Context: an optimization exercise on an open-source flow, tuned for small area. The choices shown serve that exercise and are no tape-out recipe. The RTL was checked by simulation tests, not by an equivalence proof against the original design.

==> job 4833 <==
==> flow/design.v <==
module FemtoRV32(
   input 	 clk,
   output [31:0] mem_addr,   
   output [31:0] mem_wdata,  
   output [3:0]  mem_wmask,  
   input [31:0]  mem_rdata,  
   output 	 mem_rstrb,  
   input 	 mem_rbusy,  
   input 	 mem_wbusy,  
   input 	 reset       
);
   parameter RESET_ADDR       = 32'h00000000;
   parameter ADDR_WIDTH       = 24;
   reg tee;
   reg  [ADDR_WIDTH-1:1] PC;   
   reg  [31:2] instr;
   localparam FETCH_INSTR_bit     = 0;
   localparam WAIT_INSTR_bit      = 1;
   localparam EXECUTE_bit         = 2;
   localparam WAIT_ALU_OR_MEM_bit = 3;
   localparam FETCH_INSTR     = 4'b0001;
   localparam WAIT_INSTR      = 4'b0010;
   localparam EXECUTE         = 4'b0100;
   localparam WAIT_ALU_OR_MEM = 4'b1000;
   reg [3:0] state;
   wire [4:0] rdId = instr[11:7];
   wire [7:0] funct3Is = 8'b00000001 << instr[14:12];
   wire [31:0] Uimm = {    instr[31],   instr[30:12], {12{1'b0}}};
   wire [31:0] Iimm = {{21{instr[31]}}, instr[30:20]};
   wire [31:0] Simm = {{21{instr[31]}}, instr[30:25],instr[11:7]};
   wire [31:0] Bimm = {{20{instr[31]}}, instr[7],instr[30:25],instr[11:8],1'b0};
   wire [31:0] Jimm = {{12{instr[31]}}, instr[19:12],instr[20],instr[30:21],1'b0};
   wire isLoad    =  (instr[6:2] == 5'b00000);
   wire isALUimm  =  (instr[6:2] == 5'b00100);
   wire isStore   =  (instr[6:2] == 5'b01000);
   wire isALUreg  =  (instr[6:2] == 5'b01100);
   wire isSYSTEM  =  (instr[6:2] == 5'b11100);
   wire isJAL     =  (instr[6:2] == 5'b11011);
   wire isJALR    =  (instr[6:2] == 5'b11001);
   wire isLUI     =  (instr[6:2] == 5'b01101);
   wire isAUIPC   =  (instr[6:2] == 5'b00101);
   wire isBranch  =  (instr[6:2] == 5'b11000);
   wire isALU = isALUimm | isALUreg;
   reg [31:0] registerFile [31:1];
   wire [4:0]  rdAddr = state[WAIT_INSTR_bit] ? mem_rdata[19:15] : instr[24:20];
   wire [31:0] rdPort = (rdAddr == 5'd0) ? 32'b0 : registerFile[rdAddr];
   wire [31:0] writeBackData;
   wire        writeBack;
   always @(posedge clk) begin
     if (writeBack && rdId != 0)
       registerFile[rdId] <= writeBackData;
   end
   reg  [31:0] aluReg;    
   reg  [4:0]  aluShamt;
   wire [31:0] aluIn1 = aluReg;
   wire [31:0] aluIn2 = isALUreg | isBranch ? rdPort : Iimm;
   wire aluBusy = |aluShamt;
   wire [31:0] aluPlus = aluIn1 + aluIn2;
   wire [32:0] aluMinus = {1'b1, ~aluIn2} + {1'b0,aluIn1} + 33'b1;
   wire        LT  = (aluIn1[31] ^ aluIn2[31]) ? aluIn1[31] : aluMinus[32];
   wire        LTU = aluMinus[32];
   wire        EQ  = (aluMinus[31:0] == 0);
   wire funct3IsShift = funct3Is[1] | funct3Is[5];
   wire [31:0] aluOut =
     (funct3Is[0]  ? instr[30] & instr[5] ? aluMinus[31:0] : aluPlus : 32'b0) |
     (funct3Is[2]  ? {31'b0, LT}                                     : 32'b0) |
     (funct3Is[3]  ? {31'b0, LTU}                                    : 32'b0) |
     (funct3Is[4]  ? aluIn1 ^ aluIn2                                 : 32'b0) |
     (funct3Is[6]  ? aluIn1 | aluIn2                                 : 32'b0) |
     (funct3Is[7]  ? aluIn1 & aluIn2                                 : 32'b0) |
     (funct3IsShift ? aluReg                                         : 32'b0) ;
   wire aluWr = state[EXECUTE_bit] & isALU;
   always @(posedge clk) begin
      if (state[WAIT_INSTR_bit] & reset & !mem_rbusy)
         aluReg <= rdPort;
      else if (|aluShamt)
         aluReg <= funct3Is[1] ? aluReg << 1 :
                   {instr[30] & aluReg[31], aluReg[31:1]};
      if (!reset)
         aluShamt <= 0;
      else if (aluWr & funct3IsShift)
         aluShamt <= aluIn2[4:0];
      else if (|aluShamt)
         aluShamt <= aluShamt - 1;
   end
   wire predicate =
        funct3Is[0] &  EQ  |
        funct3Is[1] & !EQ  |
        funct3Is[4] &  LT  |
        funct3Is[5] & !LT  |
        funct3Is[6] &  LTU |
        funct3Is[7] & !LTU ;
   wire [ADDR_WIDTH-1:0] PCfull = {PC, 1'b0};
   wire [ADDR_WIDTH-1:0] PCplus4 = PCfull + 4;
   wire [ADDR_WIDTH-1:0] PCplusImm = PCfull + ( instr[3] ? Jimm[ADDR_WIDTH-1:0] :
                                                instr[4] ? Uimm[ADDR_WIDTH-1:0] :
                                                           Bimm[ADDR_WIDTH-1:0] );
   wire [ADDR_WIDTH-1:0] loadstore_addr = aluReg[ADDR_WIDTH-1:0] +
                   (instr[5] ? Simm[ADDR_WIDTH-1:0] : Iimm[ADDR_WIDTH-1:0]);
   wire redirect = loadstore_addr[21] & loadstore_addr[20] & !tee;
   assign mem_addr = state[EXECUTE_bit] ?
                     (redirect ? 32'h400004 : {8'b0, loadstore_addr}) :
                     {8'b0, PCfull};
   reg [31:0] cycles;
   wire mem_byteAccess     = instr[13:12] == 2'b00;
   wire mem_halfwordAccess = instr[13:12] == 2'b01;
   wire [15:0] LOAD_halfword = loadstore_addr[1] ? mem_rdata[31:16] : mem_rdata[15:0];
   wire  [7:0] LOAD_byte     = loadstore_addr[0] ? LOAD_halfword[15:8] : LOAD_halfword[7:0];
   wire LOAD_sign = !instr[14] & (mem_byteAccess ? LOAD_byte[7] : LOAD_halfword[15]);
   wire [31:0] LOAD_data =
         mem_byteAccess ? {{24{LOAD_sign}},     LOAD_byte} :
     mem_halfwordAccess ? {{16{LOAD_sign}}, LOAD_halfword} :
                          mem_rdata ;
   assign writeBackData  =
      (isSYSTEM            ? cycles              : 32'b0) |
      (isLUI               ? Uimm                : 32'b0) |
      (isALU               ? aluOut              : 32'b0) |
      (isAUIPC             ? {8'b0, PCplusImm}   : 32'b0) |
      (isJALR   | isJAL    ? {8'b0, PCplus4}     : 32'b0) |
      (isLoad              ? LOAD_data           : 32'b0) ;
   wire [31:0] rs2 = rdPort;
   assign mem_wdata[ 7: 0] = redirect ? 8'b0111 : rs2[7:0];
   assign mem_wdata[15: 8] = loadstore_addr[0] ? rs2[7:0]  : rs2[15: 8];
   assign mem_wdata[23:16] = loadstore_addr[1] ? rs2[7:0]  : rs2[23:16];
   assign mem_wdata[31:24] = loadstore_addr[0] ? rs2[7:0]  :
                             loadstore_addr[1] ? rs2[15:8] : rs2[31:24];
   wire [3:0] STORE_wmask =
              mem_byteAccess      ?
                    (loadstore_addr[1] ?
                          (loadstore_addr[0] ? 4'b1000 : 4'b0100) :
                          (loadstore_addr[0] ? 4'b0010 : 4'b0001)
                    ) :
              mem_halfwordAccess ?
                    (loadstore_addr[1] ? 4'b1100 : 4'b0011) :
              4'b1111;
   assign writeBack = ~(isBranch | isStore) &
                      (state[EXECUTE_bit] |
                       state[WAIT_ALU_OR_MEM_bit] & ~(isALU & ~funct3IsShift));
   assign mem_rstrb = state[EXECUTE_bit] & isLoad | state[FETCH_INSTR_bit];
   assign mem_wmask = {4{state[EXECUTE_bit] & isStore}} & STORE_wmask;
   wire jumpToPCplusImm = isJAL | (isBranch & predicate);
   wire needToWait = isLoad | isStore | isALU & funct3IsShift;
   always @(posedge clk) begin
      if(!reset) begin
         state      <= WAIT_ALU_OR_MEM;
         PC         <= RESET_ADDR[ADDR_WIDTH-1:1];
         tee        <= 0;
      end else
      case(1'b1)
        state[WAIT_INSTR_bit]: begin
           if(!mem_rbusy) begin
              instr <= mem_rdata[31:2];
              state <= EXECUTE;
              tee <= (mem_rdata == 32'h0000007b) ? 1'b1 :
                     ((mem_rdata == 32'h0000007f) ? 1'b0 : tee);
           end
        end
        state[EXECUTE_bit]: begin
           PC <= isJALR          ? aluPlus[ADDR_WIDTH-1:1] :
                 jumpToPCplusImm ? PCplusImm[ADDR_WIDTH-1:1] :
                 PCplus4[ADDR_WIDTH-1:1];
           state <= needToWait ? WAIT_ALU_OR_MEM : FETCH_INSTR;
        end
        state[WAIT_ALU_OR_MEM_bit]: begin
           if(!aluBusy & !mem_rbusy & !mem_wbusy) state <= FETCH_INSTR;
        end
        default: begin
          state <= WAIT_INSTR;
        end
      endcase
   end
   always @(posedge clk) cycles <= !reset ? 0 : cycles + 1;
endmodule
==> flow/run.sh <==
#!/bin/bash
# synth_recipe.tcl (not shown) runs the flow's synth.tcl, then flattens the netlist and writes it again
# the make line also repeats each setting of config.mk as NAME=value (left out here)
make -C /OpenROAD-flow-scripts/flow DESIGN_CONFIG=/design/flow/config.mk WORK_HOME=/design/flow/orfs CLKGATE_MAP_FILE= SYNTH_SCRIPT=/design/flow/synth_recipe.tcl finish
==> flow/config.mk <==
export PLATFORM = sky130hd
export DESIGN_NAME = FemtoRV32
export DESIGN_NICKNAME = FemtoRV32
export VERILOG_FILES = /design/flow/design.v
export SDC_FILE = /design/flow/constraint.sdc
export NUM_CORES = 4
export LEC_CHECK = 0
export CAP_MARGIN = 20
export CORE_MARGIN = 2
export CORE_UTILIZATION = 40
export SLEW_MARGIN = 20
==> flow/constraint.sdc <==
create_clock -name core_clock -period 20.0 [get_ports {clk}]
set_input_delay 4.0000 -clock core_clock [delete_from_list [all_inputs] [get_ports {clk}]]
set_output_delay 4.0000 -clock core_clock [all_outputs]
set_load 0.01 [all_outputs]
==> inputs of job 2634, as changes to job 4833 <==
==> flow/design.v, changed modules only <==
module FemtoRV32(
   input 	 clk,
   output [31:0] mem_addr,   
   output [31:0] mem_wdata,  
   output [3:0]  mem_wmask,  
   input [31:0]  mem_rdata,  
   output 	 mem_rstrb,  
   input 	 mem_rbusy,  
   input 	 mem_wbusy,  
   input 	 reset       
);
   reg tee;
   reg  [23:1] PC;        
   reg  [31:2] instr;
   reg         pcPending;  
   reg         taken;      
   localparam FETCH_INSTR_bit     = 0;
   localparam WAIT_INSTR_bit      = 1;
   localparam EXECUTE_bit         = 2;
   localparam WAIT_ALU_OR_MEM_bit = 3;
   localparam FETCH_INSTR     = 4'b0001;
   localparam WAIT_INSTR      = 4'b0010;
   localparam EXECUTE         = 4'b0100;
   localparam WAIT_ALU_OR_MEM = 4'b1000;
   reg [3:0] state;
   wire sFetch = state[FETCH_INSTR_bit];
   wire sWaitI = state[WAIT_INSTR_bit];
   wire sExec  = state[EXECUTE_bit];
   wire sWait  = state[WAIT_ALU_OR_MEM_bit];
   wire [4:0] rdId = instr[11:7];
   wire [7:0] funct3Is = 8'b00000001 << instr[14:12];
   wire [31:0] Uimm = {    instr[31],   instr[30:12], {12{1'b0}}};
   wire [31:0] Iimm = {{21{instr[31]}}, instr[30:20]};
   wire [31:0] Simm = {{21{instr[31]}}, instr[30:25],instr[11:7]};
   wire [31:0] Bimm = {{20{instr[31]}}, instr[7],instr[30:25],instr[11:8],1'b0};
   wire [31:0] Jimm = {{12{instr[31]}}, instr[19:12],instr[20],instr[30:21],1'b0};
   wire isLoad    =  (instr[6:2] == 5'b00000);
   wire isALUimm  =  (instr[6:2] == 5'b00100);
   wire isStore   =  (instr[6:2] == 5'b01000);
   wire isALUreg  =  (instr[6:2] == 5'b01100);
   wire isSYSTEM  =  (instr[6:2] == 5'b11100);
   wire isJAL     =  (instr[6:2] == 5'b11011);
   wire isJALR    =  (instr[6:2] == 5'b11001);
   wire isLUI     =  (instr[6:2] == 5'b01101);
   wire isAUIPC   =  (instr[6:2] == 5'b00101);
   wire isBranch  =  (instr[6:2] == 5'b11000);
   wire isALU = isALUimm | isALUreg;
   wire funct3IsShift = funct3Is[1] | funct3Is[5];
   reg [31:0] registerFile [31:1];
   wire [4:0]  rdAddr = sWaitI ? mem_rdata[19:15] : instr[24:20];
   reg [31:0] rdPort;
   integer k;
   always @* begin
      rdPort = 32'b0;
      for (k = 1; k < 32; k = k + 1)
         rdPort = rdPort | ({32{rdAddr == k}} & registerFile[k]);
   end
   wire [31:0] writeBackData;
   wire        writeBack;
   always @(posedge clk) begin
     if (writeBack && rdId != 0)
       registerFile[rdId] <= writeBackData;
   end
   reg  [31:0] aluReg;    
   reg  [4:0]  aluShamt;
   wire [31:0] rs2 = rdPort;
   wire usePC = sFetch ? ~(pcPending & isJALR) : (isJAL | isJALR | isAUIPC);
   wire [31:0] addA = usePC ? {8'b0, PC, 1'b0} : aluReg;
   reg  [31:0] addB;
   always @* begin
      if (sFetch)
         addB = !pcPending ? 32'd0 :
                isJALR     ? Iimm  :
                !taken     ? 32'd4 :
                instr[3]   ? Jimm  : Bimm;
      else if (isALUreg | isBranch)
         addB = rs2;
      else if (isStore)
         addB = Simm;
      else if (isJAL | isJALR)
         addB = 32'd4;
      else if (isAUIPC)
         addB = Uimm;
      else
         addB = Iimm;
   end
   wire doSub = ~sFetch & (isBranch | isALU & (funct3Is[0] ? instr[30] & instr[5] : 1'b1));
   wire [32:0] sum = {1'b0, addA} + {1'b0, addB ^ {32{doSub}}} + {32'b0, doSub};
   wire        LTU = ~sum[32];
   wire        LT  = (addA[31] ^ addB[31]) ? addA[31] : LTU;
   wire        EQ  = (sum[31:0] == 0);
   wire [31:0] aluIn1 = aluReg;
   wire [31:0] aluIn2 = addB;
   wire [31:0] aluOut =
     (funct3Is[0]  ? sum[31:0]                                       : 32'b0) |
     (funct3Is[2]  ? {31'b0, LT}                                     : 32'b0) |
     (funct3Is[3]  ? {31'b0, LTU}                                    : 32'b0) |
     (funct3Is[4]  ? aluIn1 ^ aluIn2                                 : 32'b0) |
     (funct3Is[6]  ? aluIn1 | aluIn2                                 : 32'b0) |
     (funct3Is[7]  ? aluIn1 & aluIn2                                 : 32'b0) |
     (funct3IsShift ? aluReg                                         : 32'b0) ;
   wire aluWr = sExec & isALU;
   wire aluBusy = |aluShamt;
   always @(posedge clk) begin
      if (sWaitI & reset & !mem_rbusy)
         aluReg <= rdPort;
      else if (aluBusy)
         aluReg <= funct3Is[1] ? aluReg << 1 :
                   {instr[30] & aluReg[31], aluReg[31:1]};
      if (!reset)
         aluShamt <= 0;
      else if (aluWr & funct3IsShift)
         aluShamt <= aluIn2[4:0];
      else if (aluBusy)
         aluShamt <= aluShamt - 1;
   end
   wire predicate =
        funct3Is[0] &  EQ  |
        funct3Is[1] & !EQ  |
        funct3Is[4] &  LT  |
        funct3Is[5] & !LT  |
        funct3Is[6] &  LTU |
        funct3Is[7] & !LTU ;
   wire [23:0] loadstore_addr = sum[23:0];
   wire redirect = loadstore_addr[21] & loadstore_addr[20] & !tee;
   assign mem_addr = (sExec & redirect) ? 32'h400004 :
                     {8'b0, sum[23:1], sum[0] & sExec};
   reg [31:0] cycles;
   wire mem_byteAccess     = instr[13:12] == 2'b00;
   wire mem_halfwordAccess = instr[13:12] == 2'b01;
   wire [15:0] LOAD_halfword = loadstore_addr[1] ? mem_rdata[31:16] : mem_rdata[15:0];
   wire  [7:0] LOAD_byte     = loadstore_addr[0] ? LOAD_halfword[15:8] : LOAD_halfword[7:0];
   wire LOAD_sign = !instr[14] & (mem_byteAccess ? LOAD_byte[7] : LOAD_halfword[15]);
   wire [31:0] LOAD_data =
         mem_byteAccess ? {{24{LOAD_sign}},     LOAD_byte} :
     mem_halfwordAccess ? {{16{LOAD_sign}}, LOAD_halfword} :
                          mem_rdata ;
   assign writeBackData  =
      (isSYSTEM                      ? cycles             : 32'b0) |
      (isLUI                         ? Uimm               : 32'b0) |
      (isALU                         ? aluOut             : 32'b0) |
      (isAUIPC | isJALR | isJAL      ? {8'b0, sum[23:0]}  : 32'b0) |
      (isLoad                        ? LOAD_data          : 32'b0) ;
   assign mem_wdata[ 7: 0] = redirect ? 8'b0111 : rs2[7:0];
   assign mem_wdata[15: 8] = loadstore_addr[0] ? rs2[7:0]  : rs2[15: 8];
   assign mem_wdata[23:16] = loadstore_addr[1] ? rs2[7:0]  : rs2[23:16];
   assign mem_wdata[31:24] = loadstore_addr[0] ? rs2[7:0]  :
                             loadstore_addr[1] ? rs2[15:8] : rs2[31:24];
   wire [3:0] STORE_wmask =
              mem_byteAccess      ?
                    (loadstore_addr[1] ?
                          (loadstore_addr[0] ? 4'b1000 : 4'b0100) :
                          (loadstore_addr[0] ? 4'b0010 : 4'b0001)
                    ) :
              mem_halfwordAccess ?
                    (loadstore_addr[1] ? 4'b1100 : 4'b0011) :
              4'b1111;
   assign writeBack = ~(isBranch | isStore) &
                      (sExec | sWait & ~(isALU & ~funct3IsShift));
   assign mem_rstrb = sExec & isLoad | sFetch;
   assign mem_wmask = {4{sExec & isStore}} & STORE_wmask;
   wire needToWait = isLoad | isStore | isALU & funct3IsShift;
   always @(posedge clk) begin
      if(!reset) begin
         state      <= WAIT_ALU_OR_MEM;
         PC         <= 23'b0;
         pcPending  <= 1'b0;
         tee        <= 0;
      end else
      case(1'b1)
        sWaitI: begin
           if(!mem_rbusy) begin
              instr <= mem_rdata[31:2];
              state <= EXECUTE;
              tee <= (mem_rdata == 32'h0000007b) ? 1'b1 :
                     ((mem_rdata == 32'h0000007f) ? 1'b0 : tee);
           end
        end
        sExec: begin
           pcPending <= 1'b1;
           taken <= isJAL | (isBranch & predicate);
           state <= needToWait ? WAIT_ALU_OR_MEM : FETCH_INSTR;
        end
        sWait: begin
           if(!aluBusy & !mem_rbusy & !mem_wbusy) state <= FETCH_INSTR;
        end
        default: begin
           PC <= sum[23:1];
           pcPending <= 1'b0;
           state <= WAIT_INSTR;
        end
      endcase
   end
   always @(posedge clk) cycles <= !reset ? 0 : cycles + 1;
endmodule
Settings changed: CTS_BUF_LIST set to sky130_fd_sc_hd__clkbuf_4.
==> impl_metrics.env <==
export IMPL_outcome="timing/DRC/antenna clean"
export IMPL_power_net_switching_uw=3030
export IMPL_power_frac_seq_pct=36.5
export IMPL_min_from="PC[11]$_SDFFE_PN0P_"
export IMPL_synth_edf_count=1055
export IMPL_fp_dieH_um=354
export IMPL_final_nonclk_buf_share_pct=3.66
export IMPL_synth_adder_area_share_pct=2.62
export IMPL_wl_per_cell_um=33.0
(the above is from job 2634)
==> impl_metrics.env <==
export IMPL_outcome="timing/DRC/antenna clean"
export IMPL_fp_dieH_um=378
export IMPL_wl_per_cell_um=28.8
export IMPL_power_frac_seq_pct=37.8
export IMPL_final_nonclk_buf_share_pct=3.34
export IMPL_power_net_switching_uw=2660
export IMPL_synth_adder_area_share_pct=3.39
export IMPL_min_from="cycles[0]$_SDFF_PN0_"
(the above is from job 4833)

re-timing with driven ports:
How much do the figures lean on ideal ports? The routed layouts below were timed once more, with nothing changed but the port constraints. Step 1 sets driving cells, clkbuf_16 on the clock port and buf_2 on the other inputs (assumed; they add their load-dependent delay and slew). Step 2 also shifts input and output timing later by t, the mid clock arrival at the registers, as if the neighbouring blocks saw the same clock. Three values: ideal ports, drivers, drivers and shift; two values: the first two.
run	t, ns	setup slack, ns	worst hold slack (ns)
job 4833	0.832	6.351 / 6.324 / 6.324	0.471 / 0.471 / 0.471
job 2634	1.248	2.800 / 2.780 / 2.780	0.461 / 0.461 / 0.461
After both steps every run listed still meets setup and hold. For job 4833, which loses most, drivers alone change the setup slack by -0.027 ns; drivers and shift together by -0.027 ns.
